What follows belongs to an exercise in optimizing a design on an open flow for small area and a short achievable clock period; a production flow would make more cautious choices.
RTL that was checked went through simulation tests only; none was proved equivalent to the original.
Power figures rest on the tool's default switching activity, not on a simulated workload.

// fp_mul
module fp_mul(clk, op1, op2, result, under, over);
input wire clk;
input wire [15:0] op1, op2;
output wire [15:0] result;
output wire under, over;
wire [13:0] bx = {2'b00, op2[10:0], 1'b0};
wire [5:0] one_d, two_d;
wire [4:0] neg_d;
genvar i;
generate for (i = 0; i < 6; i = i + 1) begin : g_booth
	assign one_d[i] = bx[2*i+1] ^ bx[2*i];
	assign two_d[i] = (bx[2*i+2] & ~bx[2*i+1] & ~bx[2*i]) | (~bx[2*i+2] & bx[2*i+1] & bx[2*i]);
	if (i < 5) begin : g_neg
		assign neg_d[i] = bx[2*i+2];
	end
end endgenerate
reg [10:0] sa;
reg [5:0] bone, btwo;
reg [4:0] bneg;
reg [4:0] e1;
reg sg1;
always @(posedge clk)
begin
	sa <= op1[10:0];
	bone <= one_d;
	btwo <= two_d;
	bneg <= neg_d;
	e1 <= {1'b0, op1[14:11]} + {1'b0, op2[14:11]} - 5'd7;
	sg1 <= op1[15] ^ op2[15];
end
wire [20:0] rx, ry;
fp1 stage1(.a(sa), .one(bone), .two(btwo), .neg(bneg), .rx(rx), .ry(ry));
wire [20:0] px = rx, py = ry;
wire [20:0] p, g;
wire q1, q2, q3, q4, q5, q6, q7, q8, q9, q10, q11, q12, q13, q14, q15, q16, q17, q18, q19, q20, q21, q22, q23, q24, q25, q26, q27, q28, q29, q30, q31, q32, q33, q34, q35, q36, q37, q38, q39, q40, q41, q42, q43, q44, q45, q46, q47, q48, q49, q50, q51, q52, q53, q54;
ha_c u_pg0(.a(px[0]), .b(py[0]), .s(p[0]), .co(g[0]));
assign p[1] = px[1];
assign g[1] = 1'b0;
ha_c u_pg2(.a(px[2]), .b(py[2]), .s(p[2]), .co(g[2]));
ha_c u_pg3(.a(px[3]), .b(py[3]), .s(p[3]), .co(g[3]));
ha_c u_pg4(.a(px[4]), .b(py[4]), .s(p[4]), .co(g[4]));
ha_c u_pg5(.a(px[5]), .b(py[5]), .s(p[5]), .co(g[5]));
ha_c u_pg6(.a(px[6]), .b(py[6]), .s(p[6]), .co(g[6]));
  ...
For scale: roughly 490 cells after synthesis, roughly 51 I/O pins.
clock: 5.3 ns
lec_check: 0
cap_margin: 20
core_margin: 2
core_utilization: 40
setup_slack_margin: 2.0
slew_margin: 20
synth_hierarchical: 1
synth_minimum_keep_size: 0
standard.sh (not shown) runs the stock make flow with config.mk's settings and CLKGATE_MAP_FILE= SYNTH_SCRIPT=/design/flow/synth_recipe.tcl, a recipe that flattens the netlist after the stock synthesis.
==> flow/flow/run.sh <==
#!/bin/bash
# The standard layout (the standard.sh) with changes: plain buf_1
# cells as the input and output port buffers instead of the ones
# buffer_ports picks, clock tree synthesis without dummy load cells,
# and the ORFS settings below.
export BUFFER_PORTS_ARGS="-buffer_cell sky130_fd_sc_hd__buf_1"
export CTS_ARGS="-sink_clustering_enable -repair_clock_nets -buf_list sky130_fd_sc_hd__clkbuf_8 -dont_use_dummy_load -sink_clustering_size 30 -sink_clustering_max_diameter 200"
export SETUP_MOVE_SEQUENCE="unbuffer,sizeup,swap"
bash standard.sh > standard.log 2>&1
Change:
==> flow/flow/run.sh (replaced) <==
#!/bin/bash
# The standard layout (the standard.sh) with changes: plain buf_1
# cells as the input and output port buffers instead of the ones
# buffer_ports picks, clock tree synthesis without dummy load cells,
# and the ORFS settings below.
export BUFFER_PORTS_ARGS="-buffer_cell sky130_fd_sc_hd__buf_1"
export CTS_ARGS="-sink_clustering_enable -repair_clock_nets -buf_list sky130_fd_sc_hd__clkbuf_8 -dont_use_dummy_load"
export SETUP_MOVE_SEQUENCE="unbuffer,sizeup,swap"
bash standard.sh > standard.log 2>&1
--- a/flow/config.mk
+++ b/flow/config.mk
@@ -6,4 +6,5 @@
 export NUM_CORES = 4
 export LEC_CHECK = 0
+export ABC_AREA = 1
 export CAP_MARGIN = 20
 export CORE_MARGIN = 2
The changed run ran to the end with no violations.
Clock skew is lower by 0.0046 ns.
Via count is higher by 43%.
Register-to-register slack is worse by 0.097 ns.
Wire length is higher by about 27%.
Die area is higher by 10%.
Power is lower by about 10%.
Change:
--- a/flow/config.mk
+++ b/flow/config.mk
@@ -6,5 +6,4 @@
 export NUM_CORES = 4
 export LEC_CHECK = 0
-export ABC_AREA = 1
 export CAP_MARGIN = 20
 export CORE_MARGIN = 2
Utilization came out lower by 0.12 points.
Wire length is lower by 21%.
Synthesized cell count is lower by 42%.
Non-clock buffer count stays the same.
Clock power came out lower by about 3%.
Synthesized area drops by 9.8%.
Via count went down by 30%.
Power increases by 11%.
Register-to-register slack improved by 0.097 ns.
Sequential share of layout area climbs by 3.0 points.
Worst setup slack gains 0.097 ns.
Change:
--- a/flow/config.mk
+++ b/flow/config.mk
@@ -9,5 +9,5 @@
 export CORE_MARGIN = 2
 export CORE_UTILIZATION = 40
-export SETUP_SLACK_MARGIN = 2.0
+export SETUP_SLACK_MARGIN = 2.1
 export SLEW_MARGIN = 20
 export SYNTH_HIERARCHICAL = 1
=> Combinational power went up by about 7%; die area does not change; clock power stays flat; worst setup slack gains 0.024 ns; global-route usage hardly moves; non-clock buffer count is unchanged; utilization went up by 0.77 points; wire length went up by 0.57%; clock-buffer cell count is unchanged; maximum frequency went up by 0.76%; worst hold slack is about the same.

---

## 11-24
fp_mul, a different RTL version from the one above (not shown whole).
Size in the first run: ~51 I/O pins, ~5200 sq um of cells after synthesis.
// fp_mul
module fp_mul(clk, op1, op2, result, under, over);
input wire clk;
input wire [15:0] op1, op2;
output wire [15:0] result;
output wire under, over;
wire [13:0] bx = {2'b00, op2[10:0], 1'b0};
wire [5:0] one_d, two_d;
wire [4:0] neg_d;
genvar i;
generate for (i = 0; i < 6; i = i + 1) begin : g_booth
	assign one_d[i] = bx[2*i+1] ^ bx[2*i];
	assign two_d[i] = (bx[2*i+2] & ~bx[2*i+1] & ~bx[2*i]) | (~bx[2*i+2] & bx[2*i+1] & bx[2*i]);
	if (i < 5) begin : g_neg
		assign neg_d[i] = bx[2*i+2];
	end
end endgenerate
reg [10:0] sa;
reg [5:0] bone, btwo;
reg [4:0] bneg;
reg [4:0] e1;
reg sg1;
always @(posedge clk)
begin
	sa <= op1[10:0];
	bone <= one_d;
	btwo <= two_d;
	bneg <= neg_d;
	e1 <= {1'b0, op1[14:11]} + {1'b0, op2[14:11]} - 5'd7;
	sg1 <= op1[15] ^ op2[15];
end
wire [20:0] rx, ry;
fp1 stage1(.a(sa), .one(bone), .two(btwo), .neg(bneg), .rx(rx), .ry(ry));
wire [20:0] px = rx, py = ry;
wire [20:0] p, g;
wire q1, q2, q3, q4, q5, q6, q7, q8, q9, q10, q11, q12, q13, q14, q15, q16, q17, q18, q19, q20, q21, q22, q23, q24, q25, q26, q27, q28, q29, q30, q31, q32, q33, q34, q35, q36, q37, q38, q39, q40, q41;
ha_c u_pg0(.a(px[0]), .b(py[0]), .s(p[0]), .co(g[0]));
assign p[1] = px[1];
assign g[1] = 1'b0;
ha_c u_pg2(.a(px[2]), .b(py[2]), .s(p[2]), .co(g[2]));
ha_c u_pg3(.a(px[3]), .b(py[3]), .s(p[3]), .co(g[3]));
ha_c u_pg4(.a(px[4]), .b(py[4]), .s(p[4]), .co(g[4]));
ha_c u_pg5(.a(px[5]), .b(py[5]), .s(p[5]), .co(g[5]));
ha_c u_pg6(.a(px[6]), .b(py[6]), .s(p[6]), .co(g[6]));
  ...
==> flow/config.mk <==
export PLATFORM = sky130hd
export DESIGN_NAME = fp_mul
export DESIGN_NICKNAME = fp_mul
export VERILOG_FILES = /design/flow/design.v
export SDC_FILE = /design/flow/constraint.sdc
export NUM_CORES = 4
export LEC_CHECK = 0
export CAP_MARGIN = 20
export CORE_MARGIN = 2
export CORE_UTILIZATION = 40
export SETUP_SLACK_MARGIN = 2.0
export SLEW_MARGIN = 20
export SYNTH_HIERARCHICAL = 1
export SYNTH_MINIMUM_KEEP_SIZE = 0
==> flow/constraint.sdc <==
create_clock -name core_clock -period 5.3 [get_ports {clk}]
set_input_delay 1.0600 -clock core_clock [delete_from_list [all_inputs] [get_ports {clk}]]
set_output_delay 1.0600 -clock core_clock [all_outputs]
set_load 0.01 [all_outputs]
==> flow/flow/run.sh <==
#!/bin/bash
# The standard layout (the standard.sh) with changes: plain buf_1
# cells as the input and output port buffers instead of the ones
# buffer_ports picks, clock tree synthesis without dummy load cells,
# and the ORFS settings below.
export BUFFER_PORTS_ARGS="-buffer_cell sky130_fd_sc_hd__buf_1"
export CTS_ARGS="-sink_clustering_enable -repair_clock_nets -buf_list sky130_fd_sc_hd__clkbuf_8 -dont_use_dummy_load"
export SETUP_MOVE_SEQUENCE="unbuffer,sizeup,swap"
bash standard.sh > standard.log 2>&1
No stage failed in 11-24, and the final checks on the layout all came back clean.
> inputs changed (11-24 -> 09-19)
Settings: SETUP_SLACK_MARGIN: 2.0 -> 1.8.
### Flow results
Overall global routing resource usage delta (11-24 -> 09-19): insignificant. A cell at the slowest stage of the critical path of dfxtp_1 is what 09-19 shows, while fa_1 belongs to 11-24. Row final standard cell utilization of the core: 09-19 lower / 11-24 higher. Between 11-24 and 09-19, the combinational cell fraction of total power does not differ in any meaningful way. Of 11-24 and 09-19, 11-24 shows the higher relative area change from synthesis to final layout, with 09-19 below it.
Function was not checked in any run of this note: the RTL went through the layout flow alone.

---

Another version of the RTL of fp_mul (not shown whole).
For scale: roughly 520 cells after synthesis, roughly 46 flip-flops, roughly 51 I/O pins, about 4900 um2 of cells after synthesis.
Settings: LEC_CHECK=0, CAP_MARGIN=20, CORE_MARGIN=2, CORE_UTILIZATION=40, SETUP_SLACK_MARGIN=1.0, SLEW_MARGIN=20; clock period 5.3 ns.
run.sh (not shown) runs the stock make flow with config.mk's settings and CLKGATE_MAP_FILE= SYNTH_SCRIPT=/design/flow/synth_recipe.tcl, a recipe that flattens the netlist after the stock synthesis.
Stock flow here: none of the scripts above is used.
The starting point finished with timing, DRC and antenna clean.
Change:
SETUP_SLACK_MARGIN = 1.6   (was 1.0)
=>
- die area does not change
- wire length is higher by 0.98%
- count of clock-buffer cells in the layout stays the same
- sequential power stays flat
- design area is higher by about 7.5%
- clock power is lower by about 2%
Change:
SETUP_SLACK_MARGIN = unset   (was 1.6)
Effect: Clock-buffer cell count is unchanged. Setup slack gets worse by 690 ps. Area after synthesis does not change. Clock power grows by about 2%. Sequential cell count is unchanged. Non-clock buffer count shrinks by 26. Via count shrinks by 3.5%.
No functional check of the RTL was part of any run of this note.

---

lane 1:
Another version of the RTL of fp_mul (not shown whole).
Size: about 490 cells after synthesis, roughly 51 I/O pins, about 5200 µm² of cells after synthesis.
==> flow/design.v (excerpt) <==
module fp_mul(clk, op1, op2, result, under, over);
input wire clk;
input wire [15:0] op1, op2;
output wire [15:0] result;
output wire under, over;
wire [13:0] bx = {2'b00, op2[10:0], 1'b0};
wire [5:0] one_d, two_d;
wire [4:0] neg_d;
genvar i;
generate for (i = 0; i < 6; i = i + 1) begin : g_booth
	assign one_d[i] = bx[2*i+1] ^ bx[2*i];
	assign two_d[i] = (bx[2*i+2] & ~bx[2*i+1] & ~bx[2*i]) | (~bx[2*i+2] & bx[2*i+1] & bx[2*i]);
	if (i < 5) begin : g_neg
		assign neg_d[i] = bx[2*i+2];
	end
end endgenerate
reg [10:0] sa;
reg [5:0] bone, btwo;
reg [4:0] bneg;
reg [4:0] e1;
reg sg1;
always @(posedge clk)
begin
	sa <= op1[10:0];
	bone <= one_d;
	btwo <= two_d;
	bneg <= neg_d;
	e1 <= {1'b0, op1[14:11]} + {1'b0, op2[14:11]} - 5'd7;
	sg1 <= op1[15] ^ op2[15];
end
wire [20:0] rx, ry;
fp1 stage1(.a(sa), .one(bone), .two(btwo), .neg(bneg), .rx(rx), .ry(ry));
wire [20:0] px = rx, py = ry;
wire [20:0] p, g;
wire q1, q2, q3, q4, q5, q6, q7, q8, q9, q10, q11, q12, q13, q14, q15, q16, q17, q18, q19, q20, q21, q22, q23, q24, q25, q26, q27, q28, q29, q30, q31, q32, q33, q34, q35, q36, q37, q38, q39, q40, q41, q42, q43, q44, q45, q46, q47, q48, q49, q50, q51, q52, q53, q54;
ha_c u_pg0(.a(px[0]), .b(py[0]), .s(p[0]), .co(g[0]));
assign p[1] = px[1];
assign g[1] = 1'b0;
ha_c u_pg2(.a(px[2]), .b(py[2]), .s(p[2]), .co(g[2]));
ha_c u_pg3(.a(px[3]), .b(py[3]), .s(p[3]), .co(g[3]));
ha_c u_pg4(.a(px[4]), .b(py[4]), .s(p[4]), .co(g[4]));
ha_c u_pg5(.a(px[5]), .b(py[5]), .s(p[5]), .co(g[5]));
ha_c u_pg6(.a(px[6]), .b(py[6]), .s(p[6]), .co(g[6]));
ha_c u_pg7(.a(px[7]), .b(py[7]), .s(p[7]), .co(g[7]));
ha_c u_pg8(.a(px[8]), .b(py[8]), .s(p[8]), .co(g[8]));
ha_c u_pg9(.a(px[9]), .b(py[9]), .s(p[9]), .co(g[9]));
ha_c u_pg10(.a(px[10]), .b(py[10]), .s(p[10]), .co(g[10]));
ha_c u_pg11(.a(px[11]), .b(py[11]), .s(p[11]), .co(g[11]));
ha_c u_pg12(.a(px[12]), .b(py[12]), .s(p[12]), .co(g[12]));
ha_c u_pg13(.a(px[13]), .b(py[13]), .s(p[13]), .co(g[13]));
  ...
Settings: LEC_CHECK=0, CAP_MARGIN=20, CORE_MARGIN=2, CORE_UTILIZATION=40, SETUP_SLACK_MARGIN=2.05, SLEW_MARGIN=20, SYNTH_HIERARCHICAL=1, SYNTH_MINIMUM_KEEP_SIZE=0, TNS_END_PERCENT=10; clock period 5.3 ns.
standard.sh (not shown) runs the stock make flow with config.mk's settings and CLKGATE_MAP_FILE= SYNTH_SCRIPT=/design/flow/synth_recipe.tcl, a recipe that flattens the netlist after the stock synthesis.
Scripts as last shown in full above: flow/flow/run.sh
Lane 1 closes out successfully: all stages finished, all timing, DRC and antenna checks passed.
The following lists how lane 2 was set up differently from lane 1:
Settings: SETUP_SLACK_MARGIN now 2.0, was 2.05; CORE_UTILIZATION now 60, was 40; TNS_END_PERCENT no longer set, was 10.
Notes after the runs:
Lane 2 vs lane 1 — worst setup margin dropped 0.041 ns.
First-pass GRT wire length shrinks by a few percent when moving from lane 1 to lane 2.
Per the comparison of lane 2 with lane 1, total power went down 0.071 mW; utilization after layout went up 18 points; final estimated routing congestion in global placement went up 5.9%.
For total clock sinks, lane 1 and lane 2 come out practically identical.
For the finished layout cell area, lane 2 came in about 3% lower than lane 1 did.
Cmp lane 2 vs lane 1: critical path data arrival time higher in lane 2

---

Setup of build 60:
fp_mul with an RTL version that a note above also has.
Size in the first run: roughly 51 I/O pins.
Settings: LEC_CHECK=0, CAP_MARGIN=20, CORE_MARGIN=2, CORE_UTILIZATION=40, SETUP_SLACK_MARGIN=1.9, SLEW_MARGIN=20, SYNTH_HIERARCHICAL=1, SYNTH_MINIMUM_KEEP_SIZE=0; clock period 5.3 ns.
Scripts as last shown in full above: flow/flow/run.sh
## Diff of input files: build 94 against build 60
Settings: changing SETUP_SLACK_MARGIN from 1.9 to 2.2.
[summary]
Max share of layout cells above drive strength 1 across build 60 and build 94: build 94
Compared with build 60, power per cell area in build 94 increased by a few percent.
In build 94, the combined global-route utilization of all metal layers came out 0.39 points below the value in build 60.
Build 94 against build 60: worst hold path stage count saw little to no change, post-route clock period utilization saw a decrease, utilization saw an increase.
Compared with build 60, build 94 has extra setup slack.
Build 60 has a lower fraction of power consumed by combinational cells than build 94.
Taking build 60 as the reference, in build 94 first-pass GRT wire length went down by about 1.4%, combined area of the multi-input logic cells went up by about 5%.
#### Input delta (build 30 over build 94)
Settings: swapping 2.2 for 1.8 in SETUP_SLACK_MARGIN.
--- outcome ---
- Across both runs, worst hold margin was higher for build 30 than for build 94.
- Build 94 has higher maximum frequency than build 30.
- From build 94 to build 30 the numbers moved as follows: flop-to-flop setup slack now smaller; cell-internal power fell 11%.
- The run showing the greater clock share of power is build 30.
- Portion of total power attributed to combinational logic on build 30 is down relative to build 94.

-- what the ideal ports hide --
The flow's constraints put no driver on any port. The routed layouts listed below were extracted and timed again, unchanged, in two steps. Step 1 assumes that a clkbuf_16 drives the clock port and a buf_2 every other input. Step 2 adds t to the input delays and takes it off the output delays; t is the mean of the earliest and latest rising clock arrival at the registers after step 1. Input paths then give back, and output paths get back, about the clock's delay inside the block. Three values: ideal, step 1, step 2; two values: the first two.
run | t (ns) | setup slack, ns | worst hold slack (ns) | worst setup path at the end | cell pins on the clock port's net
the first run of note 1 | 0.349 | 2.122 / 2.122 / 2.122 | 0.329 / 0.329 / 0.329 | register to register | 1
the second run of note 1 | 0.366 | 2.025 / 2.025 / 2.025 | 0.322 / 0.322 / 0.322 | register to register | 1
the third run of note 1 | 0.349 | 2.122 / 2.122 / 2.122 | 0.329 / 0.329 / 0.329 | register to register | 1
the fourth run of note 1 | 0.349 | 2.146 / 2.146 / 2.146 | 0.329 / 0.329 / 0.329 | register to register | 1
11-24 | 0.349 | 2.071 / 2.071 / 2.071 | 0.316 / 0.316 / 0.316 | register to register | 1
09-19 | 0.348 | 1.972 / 1.972 / 1.972 | 0.315 / 0.315 / 0.315 | register to register | 1
the first run of note 3 | 0.332 | 1.159 / 1.159 / 1.159 | 0.328 / 0.328 / 0.328 | register to register | 1
the second run of note 3 | 0.327 | 1.304 / 1.304 / 1.304 | 0.326 / 0.326 / 0.326 | register to register | 1
the third run of note 3 | 0.333 | 0.613 / 0.613 / 0.613 | 0.328 / 0.328 / 0.328 | register to register | 1
lane 1 | 0.346 | 2.145 / 2.145 / 2.145 | 0.325 / 0.325 / 0.325 | register to register | 1
lane 2 | 0.350 | 2.104 / 2.104 / 2.104 | 0.307 / 0.307 / 0.307 | register to register | 1
build 60 | 0.350 | 2.039 / 2.039 / 2.039 | 0.329 / 0.329 / 0.329 | register to register | 1
build 94 | 0.347 | 2.182 / 2.165 / 2.182 | 0.314 / 0.314 / 0.314 | register to register | 1
build 30 | 0.351 | 1.887 / 1.887 / 1.887 | 0.329 / 0.329 / 0.329 | register to register | 1
After both steps every run listed still meets setup and hold.
